What follows belongs to an exercise in optimizing a design on an open flow for small area and a short achievable clock period; a production flow would make more cautious choices.
Function not checked in this run: the RTL went through the layout flow alone.
Power is estimated from default activity; no workload was simulated.

`flow/design.v`:
```
`timescale 1ns / 1ps
module fa(input a, b, c, output s, co);
    assign s = a ^ b ^ c;
    assign co = (a & b) | (a & c) | (b & c);
endmodule
module ha(input a, b, output s, co);
    assign s = a ^ b;
    assign co = a & b;
endmodule
module Optimized_Wallace(
    input clk, rst,
    input [15:0] A, B,
    output reg [31:0] PRODUCT
);
    reg [15:0] ra;
    reg rb15;
    reg one0;
    reg two0;
    reg neg0;
    reg one1;
    reg two1;
    reg neg1;
    reg one2;
    reg two2;
    reg neg2;
    reg one3;
    reg two3;
    reg neg3;
    reg one4;
    reg two4;
    reg neg4;
    reg one5;
    reg two5;
    reg neg5;
    reg one6;
    reg two6;
    reg neg6;
    reg one7;
    reg two7;
    reg neg7;
    reg [92:0] r2;
    reg [55:0] r3;
    reg v1, v2, v3;
    wire pp1 = ((one0 & ra[0])) ^ neg0;
    wire pp2 = ((one0 & ra[1]) | (two0 & ra[0])) ^ neg0;
    wire pp3 = ((one0 & ra[2]) | (two0 & ra[1])) ^ neg0;
    wire pp4 = ((one0 & ra[3]) | (two0 & ra[2])) ^ neg0;
    wire pp5 = ((one0 & ra[4]) | (two0 & ra[3])) ^ neg0;
    wire pp6 = ((one0 & ra[5]) | (two0 & ra[4])) ^ neg0;
    wire pp7 = ((one0 & ra[6]) | (two0 & ra[5])) ^ neg0;
    wire pp8 = ((one0 & ra[7]) | (two0 & ra[6])) ^ neg0;
    wire pp9 = ((one0 & ra[8]) | (two0 & ra[7])) ^ neg0;
    wire pp10 = ((one0 & ra[9]) | (two0 & ra[8])) ^ neg0;
    wire pp11 = ((one0 & ra[10]) | (two0 & ra[9])) ^ neg0;
    wire pp12 = ((one0 & ra[11]) | (two0 & ra[10])) ^ neg0;
    wire pp13 = ((one0 & ra[12]) | (two0 & ra[11])) ^ neg0;
    wire pp14 = ((one0 & ra[13]) | (two0 & ra[12])) ^ neg0;
    wire pp15 = ((one0 & ra[14]) | (two0 & ra[13])) ^ neg0;
    wire pp16 = ((one0 & ra[15]) | (two0 & ra[14])) ^ neg0;
    wire pp17 = ((two0 & ra[15])) ^ neg0;
    wire ns18 = ~neg0;
    wire pp19 = ((one1 & ra[0])) ^ neg1;
    wire pp20 = ((one1 & ra[1]) | (two1 & ra[0])) ^ neg1;
    wire pp21 = ((one1 & ra[2]) | (two1 & ra[1])) ^ neg1;
    wire pp22 = ((one1 & ra[3]) | (two1 & ra[2])) ^ neg1;
    wire pp23 = ((one1 & ra[4]) | (two1 & ra[3])) ^ neg1;
    wire pp24 = ((one1 & ra[5]) | (two1 & ra[4])) ^ neg1;
    wire pp25 = ((one1 & ra[6]) | (two1 & ra[5])) ^ neg1;
    wire pp26 = ((one1 & ra[7]) | (two1 & ra[6])) ^ neg1;
    wire pp27 = ((one1 & ra[8]) | (two1 & ra[7])) ^ neg1;
    wire pp28 = ((one1 & ra[9]) | (two1 & ra[8])) ^ neg1;
    wire pp29 = ((one1 & ra[10]) | (two1 & ra[9])) ^ neg1;
    wire pp30 = ((one1 & ra[11]) | (two1 & ra[10])) ^ neg1;
    wire pp31 = ((one1 & ra[12]) | (two1 & ra[11])) ^ neg1;
    wire pp32 = ((one1 & ra[13]) | (two1 & ra[12])) ^ neg1;
    wire pp33 = ((one1 & ra[14]) | (two1 & ra[13])) ^ neg1;
    wire pp34 = ((one1 & ra[15]) | (two1 & ra[14])) ^ neg1;
    wire pp35 = ((two1 & ra[15])) ^ neg1;
    wire ns36 = ~neg1;
    wire pp37 = ((one2 & ra[0])) ^ neg2;
    wire pp38 = ((one2 & ra[1]) | (two2 & ra[0])) ^ neg2;
    wire pp39 = ((one2 & ra[2]) | (two2 & ra[1])) ^ neg2;
    wire pp40 = ((one2 & ra[3]) | (two2 & ra[2])) ^ neg2;
    wire pp41 = ((one2 & ra[4]) | (two2 & ra[3])) ^ neg2;
    wire pp42 = ((one2 & ra[5]) | (two2 & ra[4])) ^ neg2;
    wire pp43 = ((one2 & ra[6]) | (two2 & ra[5])) ^ neg2;
    wire pp44 = ((one2 & ra[7]) | (two2 & ra[6])) ^ neg2;
    wire pp45 = ((one2 & ra[8]) | (two2 & ra[7])) ^ neg2;
    wire pp46 = ((one2 & ra[9]) | (two2 & ra[8])) ^ neg2;
    wire pp47 = ((one2 & ra[10]) | (two2 & ra[9])) ^ neg2;
    wire pp48 = ((one2 & ra[11]) | (two2 & ra[10])) ^ neg2;
    wire pp49 = ((one2 & ra[12]) | (two2 & ra[11])) ^ neg2;
    wire pp50 = ((one2 & ra[13]) | (two2 & ra[12])) ^ neg2;
    wire pp51 = ((one2 & ra[14]) | (two2 & ra[13])) ^ neg2;
    wire pp52 = ((one2 & ra[15]) | (two2 & ra[14])) ^ neg2;
    wire pp53 = ((two2 & ra[15])) ^ neg2;
    wire ns54 = ~neg2;
    wire pp55 = ((one3 & ra[0])) ^ neg3;
    wire pp56 = ((one3 & ra[1]) | (two3 & ra[0])) ^ neg3;
    wire pp57 = ((one3 & ra[2]) | (two3 & ra[1])) ^ neg3;
    wire pp58 = ((one3 & ra[3]) | (two3 & ra[2])) ^ neg3;
    wire pp59 = ((one3 & ra[4]) | (two3 & ra[3])) ^ neg3;
    wire pp60 = ((one3 & ra[5]) | (two3 & ra[4])) ^ neg3;
    wire pp61 = ((one3 & ra[6]) | (two3 & ra[5])) ^ neg3;
    wire pp62 = ((one3 & ra[7]) | (two3 & ra[6])) ^ neg3;
    wire pp63 = ((one3 & ra[8]) | (two3 & ra[7])) ^ neg3;
    wire pp64 = ((one3 & ra[9]) | (two3 & ra[8])) ^ neg3;
    wire pp65 = ((one3 & ra[10]) | (two3 & ra[9])) ^ neg3;
    wire pp66 = ((one3 & ra[11]) | (two3 & ra[10])) ^ neg3;
    wire pp67 = ((one3 & ra[12]) | (two3 & ra[11])) ^ neg3;
    wire pp68 = ((one3 & ra[13]) | (two3 & ra[12])) ^ neg3;
    wire pp69 = ((one3 & ra[14]) | (two3 & ra[13])) ^ neg3;
    wire pp70 = ((one3 & ra[15]) | (two3 & ra[14])) ^ neg3;
    wire pp71 = ((two3 & ra[15])) ^ neg3;
    wire ns72 = ~neg3;
    wire pp73 = ((one4 & ra[0])) ^ neg4;
    wire pp74 = ((one4 & ra[1]) | (two4 & ra[0])) ^ neg4;
    wire pp75 = ((one4 & ra[2]) | (two4 & ra[1])) ^ neg4;
    wire pp76 = ((one4 & ra[3]) | (two4 & ra[2])) ^ neg4;
    wire pp77 = ((one4 & ra[4]) | (two4 & ra[3])) ^ neg4;
    wire pp78 = ((one4 & ra[5]) | (two4 & ra[4])) ^ neg4;
    wire pp79 = ((one4 & ra[6]) | (two4 & ra[5])) ^ neg4;
    wire pp80 = ((one4 & ra[7]) | (two4 & ra[6])) ^ neg4;
    wire pp81 = ((one4 & ra[8]) | (two4 & ra[7])) ^ neg4;
    wire pp82 = ((one4 & ra[9]) | (two4 & ra[8])) ^ neg4;
    wire pp83 = ((one4 & ra[10]) | (two4 & ra[9])) ^ neg4;
    wire pp84 = ((one4 & ra[11]) | (two4 & ra[10])) ^ neg4;
    wire pp85 = ((one4 & ra[12]) | (two4 & ra[11])) ^ neg4;
    wire pp86 = ((one4 & ra[13]) | (two4 & ra[12])) ^ neg4;
    wire pp87 = ((one4 & ra[14]) | (two4 & ra[13])) ^ neg4;
    wire pp88 = ((one4 & ra[15]) | (two4 & ra[14])) ^ neg4;
    wire pp89 = ((two4 & ra[15])) ^ neg4;
    wire ns90 = ~neg4;
    wire pp91 = ((one5 & ra[0])) ^ neg5;
    wire pp92 = ((one5 & ra[1]) | (two5 & ra[0])) ^ neg5;
    wire pp93 = ((one5 & ra[2]) | (two5 & ra[1])) ^ neg5;
    wire pp94 = ((one5 & ra[3]) | (two5 & ra[2])) ^ neg5;
    wire pp95 = ((one5 & ra[4]) | (two5 & ra[3])) ^ neg5;
    wire pp96 = ((one5 & ra[5]) | (two5 & ra[4])) ^ neg5;
    wire pp97 = ((one5 & ra[6]) | (two5 & ra[5])) ^ neg5;
    wire pp98 = ((one5 & ra[7]) | (two5 & ra[6])) ^ neg5;
    wire pp99 = ((one5 & ra[8]) | (two5 & ra[7])) ^ neg5;
    wire pp100 = ((one5 & ra[9]) | (two5 & ra[8])) ^ neg5;
    wire pp101 = ((one5 & ra[10]) | (two5 & ra[9])) ^ neg5;
    wire pp102 = ((one5 & ra[11]) | (two5 & ra[10])) ^ neg5;
    wire pp103 = ((one5 & ra[12]) | (two5 & ra[11])) ^ neg5;
    wire pp104 = ((one5 & ra[13]) | (two5 & ra[12])) ^ neg5;
    wire pp105 = ((one5 & ra[14]) | (two5 & ra[13])) ^ neg5;
    wire pp106 = ((one5 & ra[15]) | (two5 & ra[14])) ^ neg5;
    wire pp107 = ((two5 & ra[15])) ^ neg5;
    wire ns108 = ~neg5;
    wire pp109 = ((one6 & ra[0])) ^ neg6;
    wire pp110 = ((one6 & ra[1]) | (two6 & ra[0])) ^ neg6;
    wire pp111 = ((one6 & ra[2]) | (two6 & ra[1])) ^ neg6;
    wire pp112 = ((one6 & ra[3]) | (two6 & ra[2])) ^ neg6;
    wire pp113 = ((one6 & ra[4]) | (two6 & ra[3])) ^ neg6;
    wire pp114 = ((one6 & ra[5]) | (two6 & ra[4])) ^ neg6;
    wire pp115 = ((one6 & ra[6]) | (two6 & ra[5])) ^ neg6;
    wire pp116 = ((one6 & ra[7]) | (two6 & ra[6])) ^ neg6;
    wire pp117 = ((one6 & ra[8]) | (two6 & ra[7])) ^ neg6;
    wire pp118 = ((one6 & ra[9]) | (two6 & ra[8])) ^ neg6;
    wire pp119 = ((one6 & ra[10]) | (two6 & ra[9])) ^ neg6;
    wire pp120 = ((one6 & ra[11]) | (two6 & ra[10])) ^ neg6;
    wire pp121 = ((one6 & ra[12]) | (two6 & ra[11])) ^ neg6;
    wire pp122 = ((one6 & ra[13]) | (two6 & ra[12])) ^ neg6;
    wire pp123 = ((one6 & ra[14]) | (two6 & ra[13])) ^ neg6;
    wire pp124 = ((one6 & ra[15]) | (two6 & ra[14])) ^ neg6;
    wire pp125 = ((two6 & ra[15])) ^ neg6;
    wire ns126 = ~neg6;
    wire pp127 = ((one7 & ra[0])) ^ neg7;
    wire pp128 = ((one7 & ra[1]) | (two7 & ra[0])) ^ neg7;
    wire pp129 = ((one7 & ra[2]) | (two7 & ra[1])) ^ neg7;
    wire pp130 = ((one7 & ra[3]) | (two7 & ra[2])) ^ neg7;
    wire pp131 = ((one7 & ra[4]) | (two7 & ra[3])) ^ neg7;
    wire pp132 = ((one7 & ra[5]) | (two7 & ra[4])) ^ neg7;
    wire pp133 = ((one7 & ra[6]) | (two7 & ra[5])) ^ neg7;
    wire pp134 = ((one7 & ra[7]) | (two7 & ra[6])) ^ neg7;
    wire pp135 = ((one7 & ra[8]) | (two7 & ra[7])) ^ neg7;
    wire pp136 = ((one7 & ra[9]) | (two7 & ra[8])) ^ neg7;
    wire pp137 = ((one7 & ra[10]) | (two7 & ra[9])) ^ neg7;
    wire pp138 = ((one7 & ra[11]) | (two7 & ra[10])) ^ neg7;
    wire pp139 = ((one7 & ra[12]) | (two7 & ra[11])) ^ neg7;
    wire pp140 = ((one7 & ra[13]) | (two7 & ra[12])) ^ neg7;
    wire pp141 = ((one7 & ra[14]) | (two7 & ra[13])) ^ neg7;
    wire pp142 = ((one7 & ra[15]) | (two7 & ra[14])) ^ neg7;
    wire pp143 = ((two7 & ra[15])) ^ neg7;
    wire ns144 = ~neg7;
    wire pp145 = rb15 & ra[0];
    wire pp146 = rb15 & ra[1];
    wire pp147 = rb15 & ra[2];
    wire pp148 = rb15 & ra[3];
    wire pp149 = rb15 & ra[4];
    wire pp150 = rb15 & ra[5];
    wire pp151 = rb15 & ra[6];
    wire pp152 = rb15 & ra[7];
    wire pp153 = rb15 & ra[8];
    wire pp154 = rb15 & ra[9];
    wire pp155 = rb15 & ra[10];
    wire pp156 = rb15 & ra[11];
    wire pp157 = rb15 & ra[12];
    wire pp158 = rb15 & ra[13];
    wire pp159 = rb15 & ra[14];
    wire pp160 = rb15 & ra[15];
    wire s161, c162;
    fa u_s161 (.a(pp3), .b(pp19), .c(neg1), .s(s161), .co(c162));
    wire s163, c164;
    fa u_s163 (.a(pp5), .b(pp21), .c(pp37), .s(s163), .co(c164));
    wire s165, c166;
    fa u_s165 (.a(pp6), .b(pp22), .c(pp38), .s(s165), .co(c166));
    wire s167, c168;
    fa u_s167 (.a(pp7), .b(pp23), .c(pp39), .s(s167), .co(c168));
    wire s169, c170;
    fa u_s169 (.a(pp8), .b(pp24), .c(pp40), .s(s169), .co(c170));
    wire s171, c172;
    fa u_s171 (.a(pp9), .b(pp25), .c(pp41), .s(s171), .co(c172));
    wire s173, c174;
    fa u_s173 (.a(pp57), .b(pp73), .c(neg4), .s(s173), .co(c174));
    wire s175, c176;
    fa u_s175 (.a(pp10), .b(pp26), .c(pp42), .s(s175), .co(c176));
    wire s177, c178;
    fa u_s177 (.a(pp11), .b(pp27), .c(pp43), .s(s177), .co(c178));
    wire s179, c180;
    fa u_s179 (.a(pp59), .b(pp75), .c(pp91), .s(s179), .co(c180));
    wire s181, c182;
    fa u_s181 (.a(pp12), .b(pp28), .c(pp44), .s(s181), .co(c182));
    wire s183, c184;
    fa u_s183 (.a(pp60), .b(pp76), .c(pp92), .s(s183), .co(c184));
    wire s185, c186;
    fa u_s185 (.a(pp13), .b(pp29), .c(pp45), .s(s185), .co(c186));
    wire s187, c188;
    fa u_s187 (.a(pp61), .b(pp77), .c(pp93), .s(s187), .co(c188));
    wire s189, c190;
    fa u_s189 (.a(pp14), .b(pp30), .c(pp46), .s(s189), .co(c190));
    wire s191, c192;
    fa u_s191 (.a(pp62), .b(pp78), .c(pp94), .s(s191), .co(c192));
    wire s193, c194;
    fa u_s193 (.a(pp15), .b(pp31), .c(pp47), .s(s193), .co(c194));
    wire s195, c196;
    fa u_s195 (.a(pp63), .b(pp79), .c(pp95), .s(s195), .co(c196));
    wire s197, c198;
    fa u_s197 (.a(pp111), .b(pp127), .c(neg7), .s(s197), .co(c198));
    wire s199, c200;
    fa u_s199 (.a(pp16), .b(pp32), .c(pp48), .s(s199), .co(c200));
    wire s201, c202;
    fa u_s201 (.a(pp64), .b(pp80), .c(pp96), .s(s201), .co(c202));
    wire s203, c204;
    ha u_s203 (.a(pp112), .b(pp128), .s(s203), .co(c204));
    wire s205, c206;
    fa u_s205 (.a(pp17), .b(pp33), .c(pp49), .s(s205), .co(c206));
    wire s207, c208;
    fa u_s207 (.a(pp65), .b(pp81), .c(pp97), .s(s207), .co(c208));
    wire s209, c210;
    fa u_s209 (.a(pp113), .b(pp129), .c(pp145), .s(s209), .co(c210));
    wire s211, c212;
    fa u_s211 (.a(neg0), .b(pp34), .c(pp50), .s(s211), .co(c212));
    wire s213, c214;
    fa u_s213 (.a(pp66), .b(pp82), .c(pp98), .s(s213), .co(c214));
    wire s215, c216;
    fa u_s215 (.a(pp114), .b(pp130), .c(pp146), .s(s215), .co(c216));
    wire s217, c218;
    fa u_s217 (.a(neg0), .b(pp35), .c(pp51), .s(s217), .co(c218));
    wire s219, c220;
    fa u_s219 (.a(pp67), .b(pp83), .c(pp99), .s(s219), .co(c220));
    wire s221, c222;
    fa u_s221 (.a(pp115), .b(pp131), .c(pp147), .s(s221), .co(c222));
    wire s223, c224;
    fa u_s223 (.a(ns18), .b(ns36), .c(pp52), .s(s223), .co(c224));
    wire s225, c226;
    fa u_s225 (.a(pp68), .b(pp84), .c(pp100), .s(s225), .co(c226));
    wire s227, c228;
    fa u_s227 (.a(pp116), .b(pp132), .c(pp148), .s(s227), .co(c228));
    wire s229 = ~(pp53 ^ pp69);
    wire c230 = pp53 | pp69;
    wire s231, c232;
    fa u_s231 (.a(pp85), .b(pp101), .c(pp117), .s(s231), .co(c232));
    wire s233, c234;
    ha u_s233 (.a(pp133), .b(pp149), .s(s233), .co(c234));
    wire s235, c236;
    fa u_s235 (.a(ns54), .b(pp70), .c(pp86), .s(s235), .co(c236));
    wire s237, c238;
    fa u_s237 (.a(pp102), .b(pp118), .c(pp134), .s(s237), .co(c238));
    wire s239 = ~(pp71 ^ pp87);
    wire c240 = pp71 | pp87;
    wire s241, c242;
    fa u_s241 (.a(pp103), .b(pp119), .c(pp135), .s(s241), .co(c242));
    wire s243, c244;
    fa u_s243 (.a(ns72), .b(pp88), .c(pp104), .s(s243), .co(c244));
    wire s245, c246;
    fa u_s245 (.a(pp120), .b(pp136), .c(pp152), .s(s245), .co(c246));
    wire s247 = ~(pp89 ^ pp105);
    wire c248 = pp89 | pp105;
    wire s249, c250;
    fa u_s249 (.a(pp121), .b(pp137), .c(pp153), .s(s249), .co(c250));
    wire s251, c252;
    fa u_s251 (.a(ns90), .b(pp106), .c(pp122), .s(s251), .co(c252));
    wire s253 = ~(pp107 ^ pp123);
    wire c254 = pp107 | pp123;
    wire s255, c256;
    fa u_s255 (.a(ns108), .b(pp124), .c(pp140), .s(s255), .co(c256));
    wire s257 = ~(pp125 ^ pp141);
    wire c258 = pp125 | pp141;
    wire s259, c260;
    fa u_s259 (.a(ns126), .b(pp142), .c(pp158), .s(s259), .co(c260));
    wire s261 = ~(pp143 ^ pp159);
    wire c262 = pp143 | pp159;
    wire s263, c264;
    fa u_s263 (.a(c162), .b(pp4), .c(pp20), .s(s263), .co(c264));
    wire s265, c266;
    fa u_s265 (.a(c166), .b(s167), .c(pp55), .s(s265), .co(c266));
    wire s267, c268;
    fa u_s267 (.a(c168), .b(s169), .c(pp56), .s(s267), .co(c268));
    wire s269, c270;
    fa u_s269 (.a(c170), .b(s171), .c(s173), .s(s269), .co(c270));
    wire s271, c272;
    fa u_s271 (.a(c172), .b(c174), .c(s175), .s(s271), .co(c272));
    wire s273, c274;
    fa u_s273 (.a(c176), .b(s177), .c(s179), .s(s273), .co(c274));
    wire s275, c276;
    fa u_s275 (.a(c178), .b(c180), .c(s181), .s(s275), .co(c276));
    wire s277, c278;
    fa u_s277 (.a(c182), .b(c184), .c(s185), .s(s277), .co(c278));
    wire s279, c280;
    fa u_s279 (.a(s187), .b(pp109), .c(neg6), .s(s279), .co(c280));
    wire s281, c282;
    fa u_s281 (.a(c186), .b(c188), .c(s189), .s(s281), .co(c282));
    wire s283, c284;
    ha u_s283 (.a(s191), .b(pp110), .s(s283), .co(c284));
    wire s285, c286;
    fa u_s285 (.a(c190), .b(c192), .c(s193), .s(s285), .co(c286));
    wire s287, c288;
    ha u_s287 (.a(s195), .b(s197), .s(s287), .co(c288));
    wire s289, c290;
    fa u_s289 (.a(c194), .b(c196), .c(c198), .s(s289), .co(c290));
    wire s291, c292;
    fa u_s291 (.a(s199), .b(s201), .c(s203), .s(s291), .co(c292));
    wire s293, c294;
    fa u_s293 (.a(c200), .b(c202), .c(c204), .s(s293), .co(c294));
    wire s295, c296;
    fa u_s295 (.a(s205), .b(s207), .c(s209), .s(s295), .co(c296));
    wire s297, c298;
    fa u_s297 (.a(c206), .b(c208), .c(c210), .s(s297), .co(c298));
    wire s299, c300;
    fa u_s299 (.a(s211), .b(s213), .c(s215), .s(s299), .co(c300));
    wire s301, c302;
    fa u_s301 (.a(c212), .b(c214), .c(c216), .s(s301), .co(c302));
    wire s303, c304;
    fa u_s303 (.a(s217), .b(s219), .c(s221), .s(s303), .co(c304));
    wire s305, c306;
    fa u_s305 (.a(c218), .b(c220), .c(c222), .s(s305), .co(c306));
    wire s307, c308;
    fa u_s307 (.a(s223), .b(s225), .c(s227), .s(s307), .co(c308));
    wire s309, c310;
    fa u_s309 (.a(c224), .b(c226), .c(c228), .s(s309), .co(c310));
    wire s311, c312;
    fa u_s311 (.a(s229), .b(s231), .c(s233), .s(s311), .co(c312));
    wire s313, c314;
    fa u_s313 (.a(c230), .b(c232), .c(c234), .s(s313), .co(c314));
    wire s315, c316;
    fa u_s315 (.a(s235), .b(s237), .c(pp150), .s(s315), .co(c316));
    wire s317, c318;
    fa u_s317 (.a(c236), .b(c238), .c(s239), .s(s317), .co(c318));
    wire s319, c320;
    ha u_s319 (.a(s241), .b(pp151), .s(s319), .co(c320));
    wire s321, c322;
    fa u_s321 (.a(c240), .b(c242), .c(s243), .s(s321), .co(c322));
    wire s323, c324;
    fa u_s323 (.a(c244), .b(c246), .c(s247), .s(s323), .co(c324));
    wire s325, c326;
    fa u_s325 (.a(c248), .b(c250), .c(s251), .s(s325), .co(c326));
    wire s327, c328;
    fa u_s327 (.a(c252), .b(s253), .c(pp139), .s(s327), .co(c328));
    wire s329, c330;
    fa u_s329 (.a(c254), .b(s255), .c(pp156), .s(s329), .co(c330));
    wire s331, c332;
    fa u_s331 (.a(c256), .b(s257), .c(pp157), .s(s331), .co(c332));
    wire s333, c334;
    fa u_s333 (.a(c262), .b(ns144), .c(pp160), .s(s333), .co(c334));
    wire s335, c336;
    fa u_s335 (.a(r2[5]), .b(r2[6]), .c(r2[7]), .s(s335), .co(c336));
    wire s337, c338;
    fa u_s337 (.a(r2[16]), .b(r2[17]), .c(r2[18]), .s(s337), .co(c338));
    wire s339, c340;
    fa u_s339 (.a(r2[20]), .b(r2[21]), .c(r2[22]), .s(s339), .co(c340));
    wire s341, c342;
    fa u_s341 (.a(r2[23]), .b(r2[24]), .c(r2[25]), .s(s341), .co(c342));
    wire s343, c344;
    fa u_s343 (.a(r2[26]), .b(r2[27]), .c(r2[28]), .s(s343), .co(c344));
    wire s345, c346;
    fa u_s345 (.a(r2[29]), .b(r2[30]), .c(r2[31]), .s(s345), .co(c346));
    wire s347, c348;
    fa u_s347 (.a(r2[33]), .b(r2[34]), .c(r2[35]), .s(s347), .co(c348));
    wire s349, c350;
    fa u_s349 (.a(r2[37]), .b(r2[38]), .c(r2[39]), .s(s349), .co(c350));
    wire s351, c352;
    fa u_s351 (.a(r2[41]), .b(r2[42]), .c(r2[43]), .s(s351), .co(c352));
    wire s353, c354;
    fa u_s353 (.a(r2[45]), .b(r2[46]), .c(r2[47]), .s(s353), .co(c354));
    wire s355, c356;
    fa u_s355 (.a(r2[49]), .b(r2[50]), .c(r2[51]), .s(s355), .co(c356));
    wire s357, c358;
    fa u_s357 (.a(r2[53]), .b(r2[54]), .c(r2[55]), .s(s357), .co(c358));
    wire s359, c360;
    fa u_s359 (.a(r2[57]), .b(r2[58]), .c(r2[59]), .s(s359), .co(c360));
    wire s361, c362;
    fa u_s361 (.a(r2[61]), .b(r2[62]), .c(r2[63]), .s(s361), .co(c362));
    wire s363, c364;
    fa u_s363 (.a(r2[65]), .b(r2[66]), .c(r2[67]), .s(s363), .co(c364));
    wire s365, c366;
    fa u_s365 (.a(r2[69]), .b(r2[70]), .c(r2[71]), .s(s365), .co(c366));
    wire s367, c368;
    fa u_s367 (.a(r2[73]), .b(r2[74]), .c(r2[75]), .s(s367), .co(c368));
    wire s369, c370;
    fa u_s369 (.a(r2[76]), .b(r2[77]), .c(r2[78]), .s(s369), .co(c370));
    wire s371, c372;
    fa u_s371 (.a(r2[80]), .b(r2[81]), .c(r2[82]), .s(s371), .co(c372));
    wire s373, c374;
    fa u_s373 (.a(r2[87]), .b(r2[88]), .c(r2[89]), .s(s373), .co(c374));
    wire s375, c376;
    fa u_s375 (.a(c336), .b(r2[8]), .c(r2[9]), .s(s375), .co(c376));
    wire s377, c378;
    ha u_s377 (.a(r2[10]), .b(r2[11]), .s(s377), .co(c378));
    wire s379, c380;
    ha u_s379 (.a(r2[12]), .b(r2[13]), .s(s379), .co(c380));
    wire s381, c382;
    ha u_s381 (.a(r2[14]), .b(r2[15]), .s(s381), .co(c382));
    wire s383, c384;
    ha u_s383 (.a(s337), .b(r2[19]), .s(s383), .co(c384));
    wire s385, c386;
    ha u_s385 (.a(c338), .b(s339), .s(s385), .co(c386));
    wire s387, c388;
    ha u_s387 (.a(c340), .b(s341), .s(s387), .co(c388));
    wire s389, c390;
    ha u_s389 (.a(c342), .b(s343), .s(s389), .co(c390));
    wire s391, c392;
    fa u_s391 (.a(c344), .b(s345), .c(r2[32]), .s(s391), .co(c392));
    wire s393, c394;
    fa u_s393 (.a(c346), .b(s347), .c(r2[36]), .s(s393), .co(c394));
    wire s395, c396;
    fa u_s395 (.a(c348), .b(s349), .c(r2[40]), .s(s395), .co(c396));
    wire s397, c398;
    fa u_s397 (.a(c350), .b(s351), .c(r2[44]), .s(s397), .co(c398));
    wire s399, c400;
    fa u_s399 (.a(c352), .b(s353), .c(r2[48]), .s(s399), .co(c400));
    wire s401, c402;
    fa u_s401 (.a(c354), .b(s355), .c(r2[52]), .s(s401), .co(c402));
    wire s403, c404;
    fa u_s403 (.a(c356), .b(s357), .c(r2[56]), .s(s403), .co(c404));
    wire s405, c406;
    fa u_s405 (.a(c358), .b(s359), .c(r2[60]), .s(s405), .co(c406));
    wire s407, c408;
    fa u_s407 (.a(c360), .b(s361), .c(r2[64]), .s(s407), .co(c408));
    wire s409, c410;
    fa u_s409 (.a(c362), .b(s363), .c(r2[68]), .s(s409), .co(c410));
    wire s411, c412;
    fa u_s411 (.a(c364), .b(s365), .c(r2[72]), .s(s411), .co(c412));
    wire s413, c414;
    ha u_s413 (.a(c366), .b(s367), .s(s413), .co(c414));
    wire s415, c416;
    fa u_s415 (.a(c368), .b(s369), .c(r2[79]), .s(s415), .co(c416));
    wire s417, c418;
    ha u_s417 (.a(c370), .b(s371), .s(s417), .co(c418));
    wire s419, c420;
    fa u_s419 (.a(c372), .b(r2[83]), .c(r2[84]), .s(s419), .co(c420));
    wire s421, c422;
    ha u_s421 (.a(r2[85]), .b(r2[86]), .s(s421), .co(c422));
    wire s423, c424;
    fa u_s423 (.a(c374), .b(r2[90]), .c(r2[91]), .s(s423), .co(c424));
    wire g425, p426;
    ha u_p426 (.a(r2[0]), .b(r2[1]), .s(p426), .co(g425));
    wire g427, p428;
    ha u_p428 (.a(c376), .b(s377), .s(p428), .co(g427));
    wire g429, p430;
    ha u_p430 (.a(c378), .b(s379), .s(p430), .co(g429));
    wire g431, p432;
    ha u_p432 (.a(c380), .b(s381), .s(p432), .co(g431));
    wire g433, p434;
    ha u_p434 (.a(c382), .b(s383), .s(p434), .co(g433));
    wire g435, p436;
    ha u_p436 (.a(c384), .b(s385), .s(p436), .co(g435));
    wire g437, p438;
    ha u_p438 (.a(c386), .b(s387), .s(p438), .co(g437));
    wire g439, p440;
    ha u_p440 (.a(c388), .b(s389), .s(p440), .co(g439));
    wire g441, p442;
    ha u_p442 (.a(c390), .b(s391), .s(p442), .co(g441));
    wire g443, p444;
    ha u_p444 (.a(c392), .b(s393), .s(p444), .co(g443));
    wire g445, p446;
    ha u_p446 (.a(c394), .b(s395), .s(p446), .co(g445));
    wire g447, p448;
    ha u_p448 (.a(c396), .b(s397), .s(p448), .co(g447));
    wire g449, p450;
    ha u_p450 (.a(c398), .b(s399), .s(p450), .co(g449));
    wire g451, p452;
    ha u_p452 (.a(c400), .b(s401), .s(p452), .co(g451));
    wire g453, p454;
    ha u_p454 (.a(c402), .b(s403), .s(p454), .co(g453));
    wire g455, p456;
    ha u_p456 (.a(c404), .b(s405), .s(p456), .co(g455));
    wire g457, p458;
    ha u_p458 (.a(c406), .b(s407), .s(p458), .co(g457));
    wire g459, p460;
    ha u_p460 (.a(c408), .b(s409), .s(p460), .co(g459));
    wire g461, p462;
    ha u_p462 (.a(c410), .b(s411), .s(p462), .co(g461));
    wire g463, p464;
    ha u_p464 (.a(c412), .b(s413), .s(p464), .co(g463));
    wire g465, p466;
    ha u_p466 (.a(c414), .b(s415), .s(p466), .co(g465));
    wire g467, p468;
    ha u_p468 (.a(c416), .b(s417), .s(p468), .co(g467));
    wire g469, p470;
    ha u_p470 (.a(c418), .b(s419), .s(p470), .co(g469));
    wire g471, p472;
    ha u_p472 (.a(c420), .b(s421), .s(p472), .co(g471));
    wire g473, p474;
    ha u_p474 (.a(c422), .b(s373), .s(p474), .co(g473));
    wire g475, p476;
    ha u_p476 (.a(c424), .b(r2[92]), .s(p476), .co(g475));
    wire t477 = p426 | g425;
    wire t478 = p428 | g427;
    wire t479 = p430 | g429;
    wire t480 = p432 | g431;
    wire G481 = 1'b0 | (r2[2] & g425);
    wire P482 = r2[2] & t477;
    wire G483 = 1'b0 | (r2[4] & 1'b0);
    wire P484 = r2[4] & r2[3];
    wire G485 = 1'b0 | (s375 & 1'b0);
    wire P486 = s375 & s335;
    wire G487 = g429 | (t479 & g427);
    wire P488 = t479 & t478;
    wire G489 = 1'b0 | (r2[3] & G481);
    wire P490 = r2[3] & P482;
    wire G491 = G483 | (P484 & G481);
    wire P492 = P484 & P482;
    wire G493 = g427 | (t478 & G485);
    wire P494 = t478 & P486;
    wire G495 = G487 | (P488 & G485);
    wire P496 = P488 & P486;
    wire G497 = 1'b0 | (s335 & G491);
    wire P498 = s335 & P492;
    wire G499 = G485 | (P486 & G491);
    wire P500 = P486 & P492;
    wire G501 = G493 | (P494 & G491);
    wire P502 = P494 & P492;
    wire G503 = G495 | (P496 & G491);
    wire P504 = P496 & P492;
    wire G505 = g431 | (t480 & G503);
    wire P506 = t480 & P504;
    wire sum507 = p426;
    wire sum508 = r2[2] ^ g425;
    wire sum509 = r2[3] ^ G481;
    wire sum510 = r2[4] ^ G489;
    wire sum511 = s335 ^ G491;
    wire sum512 = s375 ^ G497;
    wire sum513 = p428 ^ G499;
    wire sum514 = p430 ^ G501;
    wire sum515 = p432 ^ G503;
    wire t516 = r3[10] | r3[11];
    wire t517 = r3[12] | r3[13];
    wire t518 = r3[14] | r3[15];
    wire t519 = r3[16] | r3[17];
    wire t520 = r3[18] | r3[19];
    wire t521 = r3[20] | r3[21];
    wire t522 = r3[22] | r3[23];
    wire t523 = r3[24] | r3[25];
    wire t524 = r3[26] | r3[27];
    wire t525 = r3[28] | r3[29];
    wire t526 = r3[30] | r3[31];
    wire t527 = r3[32] | r3[33];
    wire t528 = r3[34] | r3[35];
    wire t529 = r3[36] | r3[37];
    wire t530 = r3[38] | r3[39];
    wire t531 = r3[40] | r3[41];
    wire t532 = r3[42] | r3[43];
    wire t533 = r3[44] | r3[45];
    wire t534 = r3[46] | r3[47];
    wire t535 = r3[48] | r3[49];
    wire t536 = r3[50] | r3[51];
    wire t537 = r3[52] | r3[53];
    wire t538 = r3[54] | r3[55];
    wire g539 = r3[11] | (r3[10] & r3[9]);
    wire G540 = r3[13] | (t517 & g539);
    wire P541 = t517 & t516;
    wire G542 = r3[17] | (t519 & r3[15]);
    wire P543 = t519 & t518;
    wire G544 = r3[21] | (t521 & r3[19]);
    wire P545 = t521 & t520;
    wire G546 = r3[25] | (t523 & r3[23]);
    wire P547 = t523 & t522;
    wire G548 = r3[29] | (t525 & r3[27]);
    wire P549 = t525 & t524;
    wire G550 = r3[33] | (t527 & r3[31]);
    wire P551 = t527 & t526;
    wire G552 = r3[37] | (t529 & r3[35]);
    wire P553 = t529 & t528;
    wire G554 = r3[41] | (t531 & r3[39]);
    wire P555 = t531 & t530;
    wire G556 = r3[45] | (t533 & r3[43]);
    wire P557 = t533 & t532;
    wire G558 = r3[49] | (t535 & r3[47]);
    wire P559 = t535 & t534;
    wire G560 = r3[53] | (t537 & r3[51]);
    wire P561 = t537 & t536;
    wire G562 = G542 | (P543 & G540);
    wire P563 = P543 & P541;
    wire G564 = G546 | (P547 & G544);
    wire P565 = P547 & P545;
    wire G566 = G550 | (P551 & G548);
    wire P567 = P551 & P549;
    wire G568 = G554 | (P555 & G552);
    wire P569 = P555 & P553;
    wire G570 = G558 | (P559 & G556);
    wire P571 = P559 & P557;
    wire G572 = G564 | (P565 & G562);
    wire P573 = P565 & P563;
    wire G574 = G568 | (P569 & G566);
    wire P575 = P569 & P567;
    wire G576 = G574 | (P575 & G572);
    wire P577 = P575 & P573;
    wire G578 = G566 | (P567 & G572);
    wire P579 = P567 & P573;
    wire G580 = G570 | (P571 & G576);
    wire P581 = P571 & P577;
    wire G582 = G544 | (P545 & G562);
    wire P583 = P545 & P563;
    wire G584 = G548 | (P549 & G572);
    wire P585 = P549 & P573;
    wire G586 = G552 | (P553 & G578);
    wire P587 = P553 & P579;
    wire G588 = G556 | (P557 & G576);
    wire P589 = P557 & P577;
    wire G590 = G560 | (P561 & G580);
    wire P591 = P561 & P581;
    wire G592 = r3[15] | (t518 & G540);
    wire P593 = t518 & P541;
    wire G594 = r3[19] | (t520 & G562);
    wire P595 = t520 & P563;
    wire G596 = r3[23] | (t522 & G582);
    wire P597 = t522 & P583;
    wire G598 = r3[27] | (t524 & G572);
    wire P599 = t524 & P573;
    wire G600 = r3[31] | (t526 & G584);
    wire P601 = t526 & P585;
    wire G602 = r3[35] | (t528 & G578);
    wire P603 = t528 & P579;
    wire G604 = r3[39] | (t530 & G586);
    wire P605 = t530 & P587;
    wire G606 = r3[43] | (t532 & G576);
    wire P607 = t532 & P577;
    wire G608 = r3[47] | (t534 & G588);
    wire P609 = t534 & P589;
    wire G610 = r3[51] | (t536 & G580);
    wire P611 = t536 & P581;
    wire G612 = r3[55] | (t538 & G590);
    wire P613 = t538 & P591;
    wire sum614 = r3[10] ^ r3[9];
    wire sum615 = r3[12] ^ g539;
    wire sum616 = r3[14] ^ G540;
    wire sum617 = r3[16] ^ G592;
    wire sum618 = r3[18] ^ G562;
    wire sum619 = r3[20] ^ G594;
    wire sum620 = r3[22] ^ G582;
    wire sum621 = r3[24] ^ G596;
    wire sum622 = r3[26] ^ G572;
    wire sum623 = r3[28] ^ G598;
    wire sum624 = r3[30] ^ G584;
    wire sum625 = r3[32] ^ G600;
    wire sum626 = r3[34] ^ G578;
    wire sum627 = r3[36] ^ G602;
    wire sum628 = r3[38] ^ G586;
    wire sum629 = r3[40] ^ G604;
    wire sum630 = r3[42] ^ G576;
    wire sum631 = r3[44] ^ G606;
    wire sum632 = r3[46] ^ G588;
    wire sum633 = r3[48] ^ G608;
    wire sum634 = r3[50] ^ G580;
    wire sum635 = r3[52] ^ G610;
    wire sum636 = r3[54] ^ G590;
    wire [31:0] sum = {sum636, sum635, sum634, sum633, sum632, sum631, sum630, sum629, sum628, sum627, sum626, sum625, sum624, sum623, sum622, sum621, sum620, sum619, sum618, sum617, sum616, sum615, sum614, r3[8], r3[7], r3[6], r3[5], r3[4], r3[3], r3[2], r3[1], r3[0]};
    always @(posedge clk or posedge rst) begin
        if (rst) begin
            v1 <= 1'b0; v2 <= 1'b0; v3 <= 1'b0;
            PRODUCT <= 32'd0;
        end else begin
            v1 <= 1'b1; v2 <= v1; v3 <= v2;
            PRODUCT <= sum & {32{v3}};
        end
    end
    always @(posedge clk) begin
        ra <= A;
        rb15 <= B[15];
        one0 <= B[0] ^ 1'b0;
        two0 <= (B[1] & ~B[0] & ~1'b0) | (~B[1] & B[0] & 1'b0);
        neg0 <= B[1] & ~(B[0] & 1'b0);
        one1 <= B[2] ^ B[1];
        two1 <= (B[3] & ~B[2] & ~B[1]) | (~B[3] & B[2] & B[1]);
        neg1 <= B[3] & ~(B[2] & B[1]);
        one2 <= B[4] ^ B[3];
        two2 <= (B[5] & ~B[4] & ~B[3]) | (~B[5] & B[4] & B[3]);
        neg2 <= B[5] & ~(B[4] & B[3]);
        one3 <= B[6] ^ B[5];
        two3 <= (B[7] & ~B[6] & ~B[5]) | (~B[7] & B[6] & B[5]);
        neg3 <= B[7] & ~(B[6] & B[5]);
        one4 <= B[8] ^ B[7];
        two4 <= (B[9] & ~B[8] & ~B[7]) | (~B[9] & B[8] & B[7]);
        neg4 <= B[9] & ~(B[8] & B[7]);
        one5 <= B[10] ^ B[9];
        two5 <= (B[11] & ~B[10] & ~B[9]) | (~B[11] & B[10] & B[9]);
        neg5 <= B[11] & ~(B[10] & B[9]);
        one6 <= B[12] ^ B[11];
        two6 <= (B[13] & ~B[12] & ~B[11]) | (~B[13] & B[12] & B[11]);
        neg6 <= B[13] & ~(B[12] & B[11]);
        one7 <= B[14] ^ B[13];
        two7 <= (B[15] & ~B[14] & ~B[13]) | (~B[15] & B[14] & B[13]);
        neg7 <= B[15] & ~(B[14] & B[13]);
        r2 <= {s333, s261, c260, s259, c258, c332, s331, c330, s329, c328, pp155, s327, c326, pp154, pp138, s325, c324, s249, s323, c322, s245, s321, c320, c318, s319, s317, c316, c314, s315, s313, c312, c310, s311, s309, c308, c306, s307, s305, c304, c302, s303, s301, c300, c298, s299, s297, c296, c294, s295, s293, c292, c290, s291, s289, c288, c286, s287, s285, c284, c282, s283, s281, c280, c278, s279, s277, c276, s183, s275, c274, neg5, s273, c272, pp74, pp58, s271, c270, s269, c268, s267, c266, neg3, s265, s165, c164, neg2, s163, c264, s263, s161, pp2, neg0, pp1};
        r3 <= {g475, p476, 1'b0, s423, g473, p474, g471, p472, g469, p470, g467, p468, g465, p466, g463, p464, g461, p462, g459, p460, g457, p458, g455, p456, g453, p454, g451, p452, g449, p450, g447, p448, g445, p446, g443, p444, g441, p442, g439, p440, g437, p438, g435, p436, g433, p434, G505, sum515, sum514, sum513, sum512, sum511, sum510, sum509, sum508, sum507};
    end
endmodule
```
`flow/flow/run.sh`:
```
#!/bin/bash
# The standard layout (the standard.sh: ORFS synthesis through finish),
# with the port buffers made of sky130_fd_sc_hd__buf_1 instead of the
# resizer's default pick.  Every tool's output goes to a log in this folder
# (make's own output to flow_make.log, ORFS's per-step logs under orfs/logs).
set -euo pipefail
export BUFFER_PORTS_ARGS="-buffer_cell sky130_fd_sc_hd__buf_1"
bash standard.sh finish > flow_make.log 2>&1
```
`flow/standard.sh`:
```
#!/bin/bash
# synth_recipe.tcl (not shown) runs the flow's synth.tcl, then flattens the netlist and writes it again
# the make line also repeats each setting of config.mk as NAME=value (left out here)
make -C /OpenROAD-flow-scripts/flow DESIGN_CONFIG=/design/flow/config.mk WORK_HOME=/design/flow/orfs CLKGATE_MAP_FILE= SYNTH_SCRIPT=/design/flow/synth_recipe.tcl "${@:-finish}"
```
`flow/config.mk`:
```
export PLATFORM = sky130hd
export DESIGN_NAME = Optimized_Wallace
export DESIGN_NICKNAME = Optimized_Wallace
export VERILOG_FILES = /design/flow/design.v
export SDC_FILE = /design/flow/constraint.sdc
export NUM_CORES = 4
export LEC_CHECK = 0
export CAP_MARGIN = 20
export CORE_MARGIN = 2
export CORE_UTILIZATION = 60
export CTS_BUF_LIST = sky130_fd_sc_hd__clkbuf_16
export CTS_CLUSTER_DIAMETER = 100
export CTS_CLUSTER_SIZE = 25
export SETUP_SLACK_MARGIN = 1.4
export SLEW_MARGIN = 20
export SYNTH_HIERARCHICAL = 1
export SYNTH_MINIMUM_KEEP_SIZE = 0
export TNS_END_PERCENT = 0
```
`flow/constraint.sdc`:
```
create_clock -name core_clock -period 3.0 [get_ports {clk}]
set_input_delay 0.6000 -clock core_clock [delete_from_list [all_inputs] [get_ports {clk}]]
set_output_delay 0.6000 -clock core_clock [all_outputs]
set_load 0.01 [all_outputs]
```
==> results.txt <==
## critical path, cell delays in order, from the launching register on
cell	delay [ns]
dfxtp_2	0.60
a22oi_2	0.10
xnor2_1	0.24
fa_1	0.49
fa_1	0.52
## cells in the mapped netlist (2+ instances only)
| library cell | n | area, um^2 |
|---|---|---|
| a22oi_1 | 120 | 901 |
| o21ai_0 | 13 | 65.1 |
| nor2_1 | 25 | 93.8 |
| nor2b_1 | 9 | 56.3 |
| nand2_1 | 31 | 116 |
| nor3_1 | 3 | 15.0 |
| a211oi_1 | 2 | 15.0 |
| nand3b_1 | 7 | 52.6 |
| and3_1 | 3 | 18.8 |
| nand2b_1 | 12 | 75.1 |
| nand3_1 | 6 | 30.0 |
| ha_1 | 58 | 726 |
| nor3b_1 | 2 | 15.0 |
| and2_1 | 25 | 156 |
| xnor2_1 | 144 | 1260 |
| o221ai_1 | 2 | 17.5 |
| clkbuf_1 | 81 | 304 |
| o21ai_2 | 2 | 17.5 |
| fa_1 | 111 | 2220 |
| dfxtp_1 | 188 | 3760 |
| o22ai_1 | 5 | 31.3 |
| a21oi_1 | 10 | 50.1 |
| a21o_1 | 2 | 15.0 |
| dfrtp_1 | 35 | 876 |
| xor2_1 | 10 | 87.6 |
| buf_1 | 2 | 7.51 |
| inv_1 | 26 | 97.6 |
| mux2i_1 | 2 | 20.0 |
## logic make-up (layout without fill, tap and decap cells)
logic type,Yosys count,after routing
XOR/XNOR,154,154
AO/OA/AOI/OAI,170,170
AND/OR/NAND/NOR,127,127
flip-flops,223,223
multiplexers,2,2
other,1,1
buffers and inverters,111,163
adder cells (fa/ha/maj),169,169
## modules after synthesis, one instance, submodules excluded
module / cell area [um^2] / cells
fa: 20.0 / 1
ha: 12.5 / 1
Optimized_Wallace: 8580 / 805
## power groups by stage
stage          registers (uW)  clock network (uW)  logic [uW]
6_report                 4820                1790        4920
2_1_floorplan            4720                   0        3470
5_1_grt                  4940                1950        5690
3_5_place_dp             4880                   0        4840
4_1_cts                  4820                1840        4980
3_3_place_gp             4850                   0        4610
## worst min path at each step
stage	end	slack, ns	cells after the start	start
6_report	PRODUCT[6]	0.17	3	rst
5_1_grt	ra[12]	0.19	1	A[12]
4_1_cts	PRODUCT[3]	0.17	3	rst
3_5_place_dp	v3	0.34	0	v2
3_3_place_gp	v2	0.34	0	v1
2_1_floorplan	r2[11]	0.33	0	neg3
## routing by layer
metal / vias up / GRT usage [%]
met1: 3515 / 35.9
met5: - / 0
li1: 3278 / -
met2: 309 / 39.6
met4: 0 / 7.16
met3: 51 / 5.30
## per-stage QoR
| stage | hold slack (ns) | total power (uW) | std cells |
|---|---|---|---|
| floorplan | 0.330 | 8190 | 957 |
| global placement | 0.339 | 9460 | 1214 |
| detailed placement | 0.336 | 9720 | 1214 |
| CTS | 0.170 | 11600 | 1242 |
| global route | 0.191 | 12600 | 1243 |
| finish | 0.171 | 11500 | 1243 |
## state kept, by name, summed over array words and instances, names as in the netlist, 16 cells and up
| signal | cells |
|---|---|
| PRODUCT | 32 |
| r2 | 93 |
| r3 | 54 |
| ra | 16 |
## final cells by class
class                      instances  area share [%]
sequential                       223            36.6
clock inverter                     8           0.430
timing repair buffer             115            5.54
tap                              234            2.29
clock buffer                      13            2.54
multi-input combinational        623            51.8
inverter                          27           0.792
## repair_timing
item                                    4_1_cts  5_1_grt
pin swaps                                     9        1
endpoints found under the hold margin         0        0
setup buffers                                 7        1
gates resized for setup                      51        4
endpoints found under the setup margin      129      152
==> impl_metrics.py <==
metrics = {
    "status": {
        "status": "finished clean",
    },
    "detailed_routing": {
        "drt_iter0_drc": 538,
        "wl_met3_mm": 1.96,
        "wl_met1_mm": 11.1,
        "route.detailed.drc": 0,
        "via_per_inst": 5.75,
        "antenna_left": 0,
        "topRoutingLayerUsed": "met4",
        "dr_total_vias": 7153,
        "wl_mm": 24.5,
        "first_pass_iters": 5,
        "wl_met2_mm": 10.8,
        "routedWlPerCell_um": 19.7,
    },
    "finish": {
        "final_util_pct": 68.9,
        "fillerInstances": 1352,
        "syn_to_final_growth_pct": 13.1,
        "final_cell_mix": "171 x dfxtp_1, 138 x xnor2_1, 111 x fa_1",
        "multiInputGateArea_um2": 6630,
        "drive_gt1_share_pct": 15.9,
        "layout.nets": 1206,
        "diodes": 0,
        "seqCellArea_um2": 4680,
        "layout_commonest_cell": "dfxtp_1",
        "finalInstanceArea_um2": 12800,
    },
    "clocking": {
        "tritoncts": "built",
        "cts_sinks": 223,
        "numCtsBuffers": 13,
        "clk_path_buf_depth": 3,
        "htreeDepth": 1,
        "clockRootBuffer": "clkbuf_16",
        "cts.hold.buffers_added": 0,
        "path_clk_slew_ns": 0.09,
        "clkLatencyLatePin_ns": 0.48,
    },
    "timing": {
        "clock_skew_ns": 0.0177,
        "period_needed_ns": 2.10,
        "setup_ws_ns": 0.902,
        "period_share_pct": 69.9,
        "drv_slew": 0,
        "grt_setup_unrepaired": "yes",
        "relSlewSlack_pct": 65.3,
        "setup_violations": 0,
        "fmax_ghz": 0.477,
        "finalHoldViolations": 0,
        "worst-slew-pin-transition_ns": 0.521,
        "final.setup.tns_ns": 0,
    },
    "worst_setup_path": {
        "critPathLaunch": "two4",
        "worstReg2RegEnd": "r2[44]",
        "arrival_ns": 2.43,
        "crit_path_end": "r2[44]",
        "ff2ff_path_depth": 4,
        "worstSetupPathType": "reg2reg",
        "crit_fanout": 15,
        "reg2reg_slack_ns": 0.90,
        "reg2reg_from": "two4",
        "startpoint_type": "register",
        "cp.required_ns": 3.34,
        "cp-end-kind": "register",
    },
    "yosys": {
        "synth_edf_count": 0,
        "ys_async_sr_fraction_pct": 15.7,
        "ys_ff_latch": 223,
        "synth_compound_area_share_pct": 11.3,
        "synthDistinctLibCells": 49,
        "synthSimpleGateAreaFrac_pct": 5.84,
        "syn_inst": 957,
        "synth_adder_area_share_pct": 26.0,
        "syn-num-nets": 1160,
        "synth_xor_area_share_pct": 11.9,
        "synth_area_um2": 11300,
        "synth_area_per_cell_um2": 11.8,
        "ys.flop_type": "dfxtp_1",
        "ys_warn_count": 7,
        "synthMuxAreaShare_pct": 0.177,
        "yosysSeqAreaShare_pct": 41.0,
        "synth_top_family_by_area": "adder cells",
    },
    "pwr": {
        "power.density_nw_per_um2": 901,
        "switching_share_pct": 36.7,
        "seq_power_share_pct": 41.8,
        "p_sw_uw": 4230,
        "p_leak_uw": 0.00506,
        "clock_power_share_pct": 15.5,
        "p_int_uw": 7300,
        "vdd_ir_drop_max_uv": 527,
        "pwr-share-comb_pct": 42.6,
    },
    "die": {
        "num_io_pins": 66,
        "dieArea_um2": 20000,
        "dieWidth_um": 141,
        "rows": 50,
        "start_util_pct": 60.9,
        "die_h_um": 141,
        "core_um2": 18600,
    },
    "global_routing": {
        "grt_pass1_wl_mm": 39.6,
        "overflow": 0,
        "antenna_found_initial": 0,
        "grt_max_degree": 36,
        "grt_pass1_vias": 7425,
        "grt.total_usage_pct": 25.2,
    },
    "place": {
        "io_buffer_count": 65,
        "dp_slack_ns": 0.601,
        "place_hpwl_mm": 17.6,
        "dpl_cell_area_um2": 12200,
        "globalplace.congestion": 0.925,
    },
    "min_path": {
        "hold_path.class": "in2async",
    },
    "job": {
        "cap_violations": 0,
    },
}

afterwards: timing with drivers on the ports:
The flow's constraints put no driver on any port. The routed layout listed below was extracted and timed again, unchanged, in two steps.
Step 1 (the two cells are an assumption about what drives the block):
set clk [get_ports {clk}]
set_driving_cell -lib_cell sky130_fd_sc_hd__clkbuf_16 $clk
set_driving_cell -lib_cell sky130_fd_sc_hd__buf_2 [delete_from_list [all_inputs] $clk]
Step 2 also shifts input and output timing later by t, the mid clock arrival at the registers, as if the neighbouring blocks saw the same clock.
Three values: ideal, step 1, step 2; two values: the first two.
t (ns): 0.515
slack for setup (ns): 0.902 / 0.902 / 0.902
worst hold slack (ns): 0.171 / 0.145 / 0.365
After both steps this run still meets setup and hold. The setup slack of this run moves by 0.000 ns with the drivers and by 0.000 ns with both steps.
